Background: an optimization exercise with open tools, aiming at small area and few clock cycles. Do not read the settings as production practice. Function was checked by simulation only, so behaviour that the tests miss may differ from the original. No activity file was given, so power comes from the tool's default toggle rates.

File: flow/run.sh
#!/bin/bash
# synth_recipe.tcl (not shown) runs the flow's synth.tcl, then flattens the netlist and writes it again
# the make line also repeats each setting of config.mk as NAME=value (left out here)
make -C /OpenROAD-flow-scripts/flow DESIGN_CONFIG=/design/flow/config.mk WORK_HOME=/design/flow/orfs CLKGATE_MAP_FILE= SYNTH_SCRIPT=/design/flow/synth_recipe.tcl finish
File: flow/config.mk
export PLATFORM = sky130hd
export DESIGN_NAME = Apply
export DESIGN_NICKNAME = Apply
export VERILOG_FILES = /design/flow/design.v
export SDC_FILE = /design/flow/constraint.sdc
export NUM_CORES = 4
export LEC_CHECK = 0
export CAP_MARGIN = 20
export CORE_MARGIN = 2
export CORE_UTILIZATION = 40
export PLACE_DENSITY = 0.6
export SLEW_MARGIN = 20
File: flow/constraint.sdc
create_clock -name core_clock -period 10.0 [get_ports {clk}]
set_input_delay 2.0000 -clock core_clock [delete_from_list [all_inputs] [get_ports {clk}]]
set_output_delay 2.0000 -clock core_clock [all_outputs]
set_load 0.01 [all_outputs]
File: flow/design.v
`timescale 10 ns / 10 ns
module Apply (
		input wire [29:0] f,
		input wire [29:0] g,
		input wire [1:0]  typeIn,
		input wire valid,
		output wire simpleCaseHit,
		output wire [29:0] simpleCaseResult,
		output wire validOut,
		output wire [29:0] fn,
		output wire [29:0] fnv,
		output wire [29:0] gn,
		output wire [29:0] gnv,
		output wire quantifyOut,
		output wire [29:0] outF,
		output wire [29:0] outG,
		output wire [1:0] outType,
		output wire [9:0] topOut,
		input wire insertValueIntoSimpleCache,
		input wire [17:0] simpleCacheIndex,
		input wire [1:0] simpleCacheValue,
		input wire [15:0] avs_config_address,
		input wire avs_config_write,
		input wire [31:0] avs_config_writedata,
		input wire avs_config_read,
		output wire [31:0] avs_config_readdata,
		output wire avs_config_readdatavalid,
		output wire avs_config_waitrequest,
		output reg [127:0] aso_var_request_data,
		input wire aso_var_request_ready,
		output reg aso_var_request_valid,
		output reg [127:0] aso_node_request_data,
		input wire aso_node_request_ready,
		output reg aso_node_request_valid,
		output reg [127:0] aso_cache_request_data,
		input wire aso_cache_request_ready,
		output reg aso_cache_request_valid,
		input wire [95:0] asi_result_data,
		input wire [1:0] asi_result_channel,
		input wire asi_result_valid,
		input wire [15:0] asi_var_data,
		input wire asi_var_valid,
		input wire clk,
		input wire reset
	);
assign avs_config_waitrequest = 1'b0;
reg [9:0]  cubeLastVar;
reg [31:0] quantify [0:1];
reg [9:0]  nextVar [0:63];
reg [1:0]  simpleCache [0:63];
wire cfgNext  = |avs_config_address[15:8];
wire cfgQuant = !cfgNext & avs_config_address[7];
wire cfgCube  = (avs_config_address == 16'd5);
always @(posedge clk)
begin
	if(avs_config_write & cfgNext)
		nextVar[avs_config_address[5:0]] <= avs_config_writedata[9:0];
	if(avs_config_write & cfgQuant)
		quantify[avs_config_address[0]] <= avs_config_writedata;
	if(avs_config_write & cfgCube)
		cubeLastVar <= avs_config_writedata[9:0];
	if(insertValueIntoSimpleCache)
		simpleCache[simpleCacheIndex[5:0]] <= simpleCacheValue;
end
reg readValid;
reg readNext, readQuant;
reg [5:0] readIndex;
always @(posedge clk)
begin
	readValid <= avs_config_read & (cfgNext | cfgQuant | cfgCube);
	if(avs_config_read)
	begin
		readNext <= cfgNext;
		readQuant <= cfgQuant;
		readIndex <= avs_config_address[5:0];
	end
	if(reset)
		readValid <= 1'b0;
end
reg busy;               
reg hitNoVar;           
reg [29:0] F, G;        
reg [1:0]  T;           
reg [9:0]  fVar, gVar;
reg varFIssued, varGIssued, varFDone, varGDone;
reg nodeFIssued, nodeGIssued, nodeFDone, nodeGDone;
reg cacheIssued, cacheDone, cacheHit;
reg [29:0] cacheResult;
reg [59:0] nodeF, nodeG;   
reg [1:0] skipNode;      
wire fConst = &f[29:1];
wire gConst = &g[29:1];
wire fZero = fConst & f[0];
wire fOne  = fConst & ~f[0];
wire gZero = gConst & g[0];
wire gOne  = gConst & ~g[0];
wire sameNode = (f[29:1] == g[29:1]);
wire fEqG = sameNode & (f[0] == g[0]);
wire fNegG = sameNode & (f[0] != g[0]);
wire fBigger = (f > g);
reg inHit;
reg [29:0] inResult;
reg [29:0] inF, inG;
reg [1:0] inT;
always @*
begin
	inHit = 1'b0;
	inResult = f;
	case(typeIn)
		2'd0: begin
			inHit = fZero | gZero | fNegG | fEqG | gOne | fOne;
			if(fZero | gZero | fNegG)
				inResult = 30'h3fffffff;
			else if(fEqG | gOne)
				inResult = f;
			else
				inResult = g;
		end
		2'd1, 2'd3: begin
			inHit = fConst;
			inResult = f;
		end
		default: begin  
			inHit = fZero | gZero | fNegG | (fOne & gOne);
			inResult = (fOne & gOne) ? 30'h3ffffffe : 30'h3fffffff;
		end
	endcase
	inT = typeIn;
	inF = f;
	inG = g;
	if(typeIn == 2'd2 & (fOne | fEqG))
	begin
		inT = 2'd1;
		inF = g;
		inG = 30'h3fffffff;
	end
	else if(typeIn == 2'd2 & gOne)
	begin
		inT = 2'd1;
		inG = 30'h3fffffff;
	end
	else if(!typeIn[0] & fBigger)  
	begin
		inF = g;
		inG = f;
	end
end
wire start = valid & !inHit;
wire needG = !T[0];     
wire varsDone = varFDone & (varGDone | !needG);
wire [9:0] gVarEff = needG ? gVar : 10'h3ff;
wire fVarLeq = (fVar <= gVarEff);
wire [9:0] top = fVarLeq ? fVar : gVarEff;
wire fetchF = fVarLeq;
wire fetchG = (gVarEff <= fVar);
wire topBigger = (top > cubeLastVar);
wire varHit = (T == 2'd1) & topBigger;
wire [1:0] T3 = (T == 2'd2 & topBigger) ? 2'd0 : T;
wire [31:0] quantWord = quantify[busy ? top[5] : readIndex[0]];
wire [5:0] nextIndex = busy ? top[5:0] : readIndex;
wire [9:0] nextTop = nextVar[nextIndex];
wire q = (T3[0] ^ T3[1]) & quantWord[top[4:0]];
wire [17:0] hash = (F[17:0] + G[17:0] + {16'b0, T3}) ^ {17'b0, q};
wire [1:0] simpleHash = {^F, 1'b0} + {1'b0, ^G} + T3 + {1'b0, q};
wire simpleMatch = (simpleCache[hash[5:0]] == simpleHash);
wire hashKnown = T[0] == T[1] ? 1'b1 : varsDone;  
wire cacheResolved = hashKnown & (!simpleMatch | cacheDone);
wire doneVarHit = busy & varsDone & varHit;
wire doneCacheHit = busy & varsDone & !varHit & cacheDone & cacheHit;
wire doneNodes = busy & varsDone & !varHit & cacheResolved & !(cacheDone & cacheHit) &
	(!fetchF | nodeFDone) & (!fetchG | nodeGDone);
wire finish = doneVarHit | doneCacheHit | doneNodes;
always @*
begin
	aso_var_request_data = 128'b0;
	aso_var_request_data[2:0] = 3'b010;
	aso_var_request_data[31:3] = valid ? inF[29:1] : (varFIssued ? G[29:1] : F[29:1]);
	aso_var_request_valid = start | (busy & (!varFIssued | (needG & !varGIssued)));
	aso_node_request_data = 128'b0;
	aso_node_request_data[2:0] = 3'b001;
	aso_node_request_data[31:3] = valid ? inF[29:1] : (nodeFIssued ? G[29:1] : F[29:1]);
	aso_node_request_valid = start | (busy & (!nodeFIssued | (!nodeGIssued & (needG | (varsDone & fetchG)))));
	aso_cache_request_data = 128'b0;
	aso_cache_request_data[2:0] = 3'b011;
	aso_cache_request_data[20:3] = hash;
	aso_cache_request_valid = busy & hashKnown & !(varsDone & varHit) & simpleMatch & !cacheIssued;
end
wire varAccept = aso_var_request_valid & aso_var_request_ready;
wire nodeAccept = aso_node_request_valid & aso_node_request_ready;
wire cacheAccept = aso_cache_request_valid & aso_cache_request_ready;
wire varAnswer = asi_var_valid;
wire nodeAnswer = asi_result_valid & (asi_result_channel == 2'b01);
wire cacheAnswer = asi_result_valid & (asi_result_channel == 2'b10);
wire varTake = varAnswer;
wire cacheTake = cacheAnswer;
wire nodeTake = nodeAnswer & (skipNode == 2'd0);
wire nodeDrop = nodeAnswer & (skipNode != 2'd0);
wire [1:0] nodeOwed = {1'b0, nodeFIssued} + {1'b0, nodeGIssued} + {1'b0, nodeAccept}
	- {1'b0, nodeFDone} - {1'b0, nodeGDone} - {1'b0, nodeTake};
wire cacheEntryHit = (asi_result_data[29:0] == F) & (asi_result_data[61:32] == G) &
	(asi_result_data[95:94] == T3) & (asi_result_data[30] == q);
always @(posedge clk)
begin
	hitNoVar <= valid & inHit;
	skipNode <= skipNode - {1'b0, nodeDrop} + (finish ? nodeOwed : 2'd0);
	if(valid)
	begin
		busy <= !inHit;
		F <= inHit ? inResult : inF;
		G <= inG;
		T <= inT;
		varFIssued <= varAccept;
		nodeFIssued <= nodeAccept;
		varGIssued <= 1'b0;
		nodeGIssued <= 1'b0;
		varFDone <= 1'b0;
		varGDone <= 1'b0;
		nodeFDone <= 1'b0;
		nodeGDone <= 1'b0;
		cacheIssued <= 1'b0;
		cacheDone <= 1'b0;
	end
	else
	begin
		if(finish)
			busy <= 1'b0;
		if(varAccept)
		begin
			varFIssued <= 1'b1;
			if(varFIssued)
				varGIssued <= 1'b1;
		end
		if(nodeAccept)
		begin
			nodeFIssued <= 1'b1;
			if(nodeFIssued)
				nodeGIssued <= 1'b1;
		end
		if(cacheAccept)
			cacheIssued <= 1'b1;
		if(varTake)
		begin
			if(!varFDone)
			begin
				varFDone <= 1'b1;
				fVar <= asi_var_data[9:0];
			end
			else
			begin
				varGDone <= 1'b1;
				gVar <= asi_var_data[9:0];
			end
		end
		if(nodeTake)
		begin
			if(!nodeFDone)
			begin
				nodeFDone <= 1'b1;
				nodeF <= {asi_result_data[61:32], asi_result_data[29:0]};
			end
			else
			begin
				nodeGDone <= 1'b1;
				nodeG <= {asi_result_data[61:32], asi_result_data[29:0]};
			end
		end
		if(cacheTake)
		begin
			cacheDone <= 1'b1;
			cacheHit <= cacheEntryHit;
			cacheResult <= asi_result_data[93:64];
		end
	end
	if(reset)
	begin
		busy <= 1'b0;
		hitNoVar <= 1'b0;
		skipNode <= 2'd0;
	end
end
assign validOut = hitNoVar | finish;
assign simpleCaseHit = hitNoVar | doneVarHit | doneCacheHit;
assign simpleCaseResult = doneCacheHit ? cacheResult : F;
assign fn  = fetchF ? {nodeF[59:31], nodeF[30] ^ F[0]} : F;
assign fnv = fetchF ? {nodeF[29:1], nodeF[0] ^ F[0]} : F;
assign gn  = fetchG ? {nodeG[59:31], nodeG[30] ^ G[0]} : G;
assign gnv = fetchG ? {nodeG[29:1], nodeG[0] ^ G[0]} : G;
assign quantifyOut = q;
assign outF = F;
assign outG = G;
assign outType = T3;
assign topOut = (T == 2'd3) ? nextTop : top;
assign avs_config_readdata = readNext ? {22'b0, nextTop} : (readQuant ? quantWord : {22'b0, cubeLastVar});
assign avs_config_readdatavalid = readValid;
endmodule
==> impl_metrics.py <==
metrics = {
    "worst_setup_path": {
        "critPathMaxFanout": 6,
        "startpoint_type": "register",
        "crit_slowest_cell": "fa_2",
        "end_kind": "primary output",
        "cp_slowest_stage_delay_ns": 0.65,
        "arrival_ns": 8.33,
        "crit_top_cell": "o21a_1",
        "cp_data_required_time_ns": 8.00,
        "path_class": "reg2out",
    },
    "hold_path": {
        "hp-class": "reg2reg",
    },
    "grt": {
        "grt_pass1_vias": 35730,
        "grt_pass1_wl_um": 282000,
        "grt_antenna_before_repair": 40,
        "grt_max_degree": 81,
        "grt_util_all_layers": 0.294,
        "overflow": 0,
    },
    "synthesis": {
        "synth.distinct_cells": 89,
        "syn_inst": 4100,
        "synth_seq_cells": 1098,
        "synth_most_common_cell": "edfxtp_1",
        "ys_warn_count": 1,
        "yosys-top-cells-area": "edfxtp_1 (60%), mux4_2 (7.1%), buf_4 (4.3%)",
        "synth_top_cell_area_share": 0.602,
        "synth_edf_count": 1085,
        "syn_avg_cell_area_um2": 13.2,
        "syn_area_um2": 54100,
        "yosys.area.top_type": "edfxtp_1",
        "synthFlopType": "edfxtp_1",
        "async_flop_share": 0,
        "ys_seq_area_frac": 0.607,
        "synth_common_cells": "edfxtp_1 (1085), nand2_1 (577), buf_4 (312), nor2_1 (312), clkbuf_1 (177)",
    },
    "sta": {
        "setup_slack_ns": -0.326,
        "finClkSkew_ns": 0.0490,
        "final-setup-viol-count": 2,
        "worst_pin_slew_ns": 1.12,
        "finalCritPeriodShare": 1.03,
        "hold_viol_final": 0,
        "max_freq_mhz": 96.8,
        "relSlewSlack": 0.247,
        "rsz0062_at_grt": "yes",
        "maxSlewViolCount": 0,
        "period_minus_slack_ns": 10.33,
    },
    "power": {
        "seqPwrFrac": 0.389,
        "p_sw_w": 0.00429,
        "p_leak_nw": 23.6,
        "power_density_nw_per_um2": 203,
        "fin_total_pwr_w": 0.0135,
        "combinationalPowerShare": 0.289,
        "power.share.clock": 0.322,
        "vdd_drop_max_uv": 172,
        "p_int_w": 0.00922,
        "p_sw_frac": 0.318,
    },
    "floorplanning": {
        "die_x_um": 372,
        "ios": 901,
        "core_area_um2": 134000,
        "dieArea_um2": 138000,
        "num_rows": 134,
        "start_util": 0.404,
        "die_y_um": 372,
    },
    "routing": {
        "drt_iter0_markers": 4376,
        "vias_per_cell": 5.62,
        "vias": 37569,
        "avgRoutedWirePerCell_um": 31.2,
        "ant_nets": 0,
        "route.detailed.drc": 0,
        "finalWirelength_um": 208000,
        "dr.pass1.iters": 8,
    },
    "final_layout": {
        "utilization": 0.496,
        "final_area_um2": 66400,
        "synthToLayoutAreaGrowth_pct": 22.8,
        "finalNetCount": 5152,
        "final_cells": 6683,
        "fillers": 11596,
        "drive_above_1_share": 0.170,
    },
    "clock_tree": {
        "ctsHoldBuffers": 0,
        "cts_tree": "built",
        "clock_path_buffers": 3,
        "cts_buffers": 115,
        "cts_htree_levels": 3,
        "root_buffer": "clkbuf_16",
        "path_clk_slew_ns": 0.06,
        "clock-sinks": 1098,
        "clkLatencyLatePin_ns": 0.77,
    },
    "placement": {
        "portBuffers": 570,
        "dp_hpwl_um": 153000,
        "place_congestion": 0.998,
        "placed_cells": 6438,
        "placed_area_um2": 61800,
    },
    "status": {
        "failed_checks": "negative setup slack",
        "status": "complete, but fails checks",
    },
    "run": {
        "maxCapViolations": 0,
    },
}
==> critical path: cells and delay by family (launching register included) <==
| kind | cells | cell delay [ns] |
|---|---|---|
| AND/OR/NAND/NOR | 6 | 0.90 |
| multiplexers | 1 | 0.44 |
| AO/OA/AOI/OAI | 18 | 2.98 |
| flip-flops | 1 | 0.51 |
| adder cells (fa/ha/maj) | 5 | 1.70 |
| buffers and inverters | 9 | 1.03 |
==> final timing paths <==
| kind | startpoint | to | slack [ns] | cells past startpoint |
|---|---|---|---|---|
| setup / recovery | T[0] | validOut | -0.33 | 39 |
| hold / removal | cacheIssued | cacheIssued | 0.46 | 2 |
| setup reg to reg | T[0] | skipNode[1] | 1.13 | 46 |
| hold reg to reg | cacheIssued | cacheIssued | 0.46 | 2 |
==> timing repair <==
action                                  4_1_cts  5_1_grt
gates resized for setup                     103       47
buffers inserted                             12        6
endpoints found under the setup margin       11        9
pin swaps                                    31       22
gates cloned                                  0        1
==> logic make-up after synthesis <==
family,count (synthesis),synth area share
AND/OR/NAND/NOR,1214,0.0987
other,2,0.000139
flip-flops,1098,0.607
multiplexers,364,0.109
AO/OA/AOI/OAI,549,0.0718
buffers and inverters,629,0.0660
adder cells (fa/ha/maj),94,0.0224
XOR/XNOR,150,0.0243
==> routing by layer <==
metal | global-route usage | vias to the layer above | part of all wire
met5 | 0.0108 | - | 0.0019
met4 | 0.138 | 28 | 0.053
met3 | 0.102 | 317 | 0.11
met2 | 0.438 | 1895 | 0.44
met1 | 0.383 | 19132 | 0.39
li1 | - | 16197 | -
==> through the flow <==
stage / setup WS (ns) / hold WS [ns] / TNS (ns)
global route: -0.633 / 0.502 / -2.12
finish: -0.326 / 0.464 / -0.613
CTS: -0.277 / 0.465 / -0.539
detailed placement: -0.533 / 0.456 / -1.62
global placement: -0.454 / 0.444 / -1.38
floorplan: 0.0700 / 0.435 / 0
==> cell type report <==
class                   count  area (um^2)  area share
repair buffers            810         7560       0.114
clock inverters            71          787      0.0119
flip-flops and latches   1098        32800       0.495
multi-input cells        2680        19500       0.294
well taps                1768         2210      0.0333
inverters                  98          370     0.00558
diodes                     14         35.0    0.000528
clock buffers             144         3050      0.0459
==> flip-flops by register name (all words and copies together) (netlist names), 2 cells and up <==
name and flops:
T 2, nodeF 60, quantify 64, gVar 10, cubeLastVar 10, simpleCache 128
F 30, readIndex 6, nextVar 640, fVar 10, G 30, nodeG 60
skipNode 2, cacheResult 30
==> power groups by stage <==
stage	clock network, W	logic (W)	registers (W)
finish	0.00435	0.00390	0.00526
floorplan	0	0.00192	0.00530
CTS	0.00440	0.00381	0.00525
detailed placement	0	0.00363	0.00535
global route	0.00456	0.00410	0.00526
global placement	0	0.00360	0.00535
==> layout by cell type (no fill, tap or decap), types with 83 or more instances in the layout <==
cell | netlist | final
edfxtp_1 | 1085 | 1085
nand2_1 | 577 | 572
clkdlybuf4s50_1 | 0 | 548
conb_1 | 2 | 309
nor2_1 | 312 | 300
buf_4 | 312 | 225
mux4_2 | 171 | 171
clkbuf_16 | 0 | 116
mux2_2 | 101 | 99
inv_1 | 92 | 88
mux2i_1 | 91 | 87
ha_1 | 89 | 83
Testbench counts, summed over its fixed seeds: cycles 33,378.

## port drivers added, routing unchanged
Ports are ideal in the flow. The routed layout listed here was re-timed in OpenROAD.
Step 1: set_driving_cell puts a clkbuf_16 on clk and a buf_2 on each other input, an assumption about the parent block.
Step 2 adds t to the input delays and takes it off the output delays; t is the mean of the earliest and latest rising clock arrival at the registers after step 1. Input paths then give back, and output paths get back, about the clock's delay inside the block.
Three values: ideal, step 1, step 2; two values: the first two.
shift t [ns]: 0.801
slack for setup (ns): -0.326 / -0.398 / 0.404
worst hold slack (ns): 0.464 / 0.464 / 0.464
worst register clock-pin slew, ns: 0.07 / 0.07
The setup slack of this run moves by -0.072 ns with the drivers and by +0.730 ns with both steps.
